What follows belongs to an exercise in optimizing a design on an open flow for small area; a production flow would make more cautious choices.
The RTL was checked by simulation tests, not by an equivalence proof against the original design.
No driver is modelled on the clock port, so clocking that relies on it looks cheaper here than on a real chip.
Power and IR drop assume default switching activity.

== orange ==
Design vga_ycbcr, start of the top module:
module vga_ycbcr
	(
	input           clk,
	input           reset_n,
	input  [23:0]   i_rgb,
	output [11:0]   o_hcount,
	output [11:0]   o_vcount,
	output [7:0]    o_y,
	output [7:0]    o_cb,
	output [7:0]    o_cr,
	output          o_hs,
	output          o_vs,
	output          o_de
	);
wire vga_hs, vga_vs, vga_de;
vga_ctl U_VGA(
	.pix_clk(clk),
	.reset_n(reset_n),
	.hcount(o_hcount),
	.vcount(o_vcount),
	.VGA_HS(vga_hs),
	.VGA_VS(vga_vs),
	.VGA_DE(vga_de)
	);
rgb_to_ycbcr U_YCBCR(
	.clk(clk),
	.i_rgb(i_rgb),
	.i_h_sync(vga_hs),
	.i_v_sync(vga_vs),
	.i_data_en(vga_de),
	.o_y_8b(o_y),
	.o_cb_8b(o_cb),
	.o_cr_8b(o_cr),
	.o_h_sync(o_hs),
	.o_v_sync(o_vs),
	.o_data_en(o_de)
	);
endmodule
For scale: about 410 cells after synthesis, ~77 I/O pins, roughly 6000 sq um of cells after synthesis.
export LEC_CHECK = 0
export CAP_MARGIN = 20
export CORE_MARGIN = 2
export CORE_UTILIZATION = 75
export SLEW_MARGIN = 20
export SYNTH_HIERARCHICAL = 1
create_clock -name core_clock -period 10.0 [get_ports {clk}]
standard.sh (not shown) runs the stock make flow with config.mk's settings and CLKGATE_MAP_FILE= SYNTH_SCRIPT=/design/flow/synth_recipe.tcl, a recipe that flattens the netlist after the stock synthesis.
==> flow/flow/run.sh <==
#!/bin/bash
# Layout flow: the standard synthesis, a netlist clean-up (flow/fixinv.py:
# same logic function, same registers) that removes inverters around full
# adders and gives combinational cells their smallest drive strength, then
# the standard ORFS flow with the ports buffered by the smallest buffer and a
# clock tree without dummy loads whose leaf buffers are sized to the slew
# (flow/post_cts.tcl).
set -euo pipefail
R=orfs/results/${FLOW_PLATFORM}/vga_ycbcr/base
LIB=$FLOW_HOME/platforms/${FLOW_PLATFORM}/lib/sky130_fd_sc_hd__tt_025C_1v80.lib

bash standard.sh synth > synth.log 2>&1

cp $R/1_2_yosys.v yosys_netlist.v
python3 flow/fixinv.py yosys_netlist.v $R/1_2_yosys.v $LIB > fixinv.log 2>&1 || cp yosys_netlist.v $R/1_2_yosys.v
rm -f $R/1_synth.odb $R/1_synth.sdc

export BUFFER_PORTS_ARGS="-buffer_cell sky130_fd_sc_hd__buf_1"
export CTS_ARGS="-sink_clustering_enable -repair_clock_nets -dont_use_dummy_load -buf_list sky130_fd_sc_hd__clkbuf_4 -root_buf sky130_fd_sc_hd__clkbuf_4"
export POST_CTS_TCL=$PWD/flow/post_cts.tcl
bash standard.sh finish > layout.log 2>&1
==> flow/flow/post_cts.tcl <==
set_propagated_clock [all_clocks]
# After clock tree synthesis: every clock buffer that drives flip-flops
# starts at clkbuf_2; one whose flip-flop clock pins see a slew over 105 ps
# (estimated from placement) is replaced by the next stronger clkbuf, and
# the placement legalized again.
set ::clkbuf_next {sky130_fd_sc_hd__clkbuf_1 sky130_fd_sc_hd__clkbuf_2 sky130_fd_sc_hd__clkbuf_2 sky130_fd_sc_hd__clkbuf_4 sky130_fd_sc_hd__clkbuf_4 sky130_fd_sc_hd__clkbuf_8 sky130_fd_sc_hd__clkbuf_8 sky130_fd_sc_hd__clkbuf_16 sky130_fd_sc_hd__clkbuf_16 sky130_fd_sc_hd__clkbuf_16}
proc leaf_clock_buffers { } {
  set bufs {}
  foreach pin [get_pins -hierarchical */CLK] {
    set net [get_nets -of_objects $pin]
    foreach drv [get_pins -of_objects $net -filter "direction==output"] {
      set inst [get_cells -of_objects $drv]
      if { [string match "sky130_fd_sc_hd__clkbuf_*" [get_property $inst ref_name]] } {
        dict set bufs [get_full_name $inst] 1
      }
    }
  }
  return [dict keys $bufs]
}
proc upsize_slow_clock_buffers { limit } {

  estimate_parasitics -placement
  set bufs {}
  foreach pin [get_pins -hierarchical */CLK] {
    if { [get_property $pin slew_max] <= $limit } { continue }
    set net [get_nets -of_objects $pin]
    foreach drv [get_pins -of_objects $net -filter "direction==output"] {
      set inst [get_cells -of_objects $drv]
      dict set bufs [get_full_name $inst] [get_property $inst ref_name]
    }
  }
  set n 0
  dict for {name ref} $bufs {
    if { ![dict exists $::clkbuf_next $ref] } { continue }
    set next [dict get $::clkbuf_next $ref]
    if { $next ne $ref } {
      replace_cell [get_cells $name] $next
      incr n
    }
  }
  return $n
}
foreach name [leaf_clock_buffers] {
  replace_cell [get_cells $name] sky130_fd_sc_hd__clkbuf_2
}
for {set i 0} {$i < 4} {incr i} {
  set n [upsize_slow_clock_buffers 0.105]
  puts "upsized $n clock buffers"
  if { $n == 0 } { break }
}
detailed_placement
estimate_parasitics -placement
Other scripts of this flow, unchanged in this note and not shown: flow/flow/fixinv.py
For blue, these inputs were changed with respect to orange:
Settings: CORE_UTILIZATION changed from 75 to 65.
diff --git a/flow/flow/post_cts.tcl b/flow/flow/post_cts.tcl
--- a/flow/flow/post_cts.tcl
+++ b/flow/flow/post_cts.tcl
@@ -2,3 +2,3 @@
 # After clock tree synthesis: every clock buffer that drives flip-flops
-# starts at clkbuf_2; one whose flip-flop clock pins see a slew over 105 ps
+# starts at clkbuf_2; one whose flip-flop clock pins see a slew over 115 ps
 # (estimated from placement) is replaced by the next stronger clkbuf, and
@@ -46,3 +46,3 @@
 for {set i 0} {$i < 4} {incr i} {
-  set n [upsize_slow_clock_buffers 0.105]
+  set n [upsize_slow_clock_buffers 0.115]
   puts "upsized $n clock buffers"
Findings:
Taking blue as 1.0, orange lands at 0.872 on die outline area.
blue against orange: via count has decreased; total power has decreased.
No stage failed in blue, and the final checks on the layout all came back clean.

## separate check: timing with driven ports
No port has a modelled driver above. Below, the same layouts with a new extraction and two added sets of constraints.
Step 1: set_driving_cell puts a clkbuf_16 on clk and a buf_2 on each other input, an assumption about the parent block.
Step 2 times the ports against the registers' clock, not the clock port: input delays grow and output delays shrink by t, the midpoint of the rising clock arrivals with the driver on.
Three values: ideal, step 1, step 2; two values: the first two.
| run | t, ns | setup slack, ns | worst register clock-pin slew, ns | pins driven straight from the clock port |
|---|---|---|---|---|
| orange | 0.543 | 1.322 / 1.322 / 1.322 | 0.12 / 0.12 | 1 |
| blue | 0.497 | 1.417 / 1.417 / 1.417 | 0.12 / 0.12 | 1 |
After both steps every run listed still meets setup and hold.
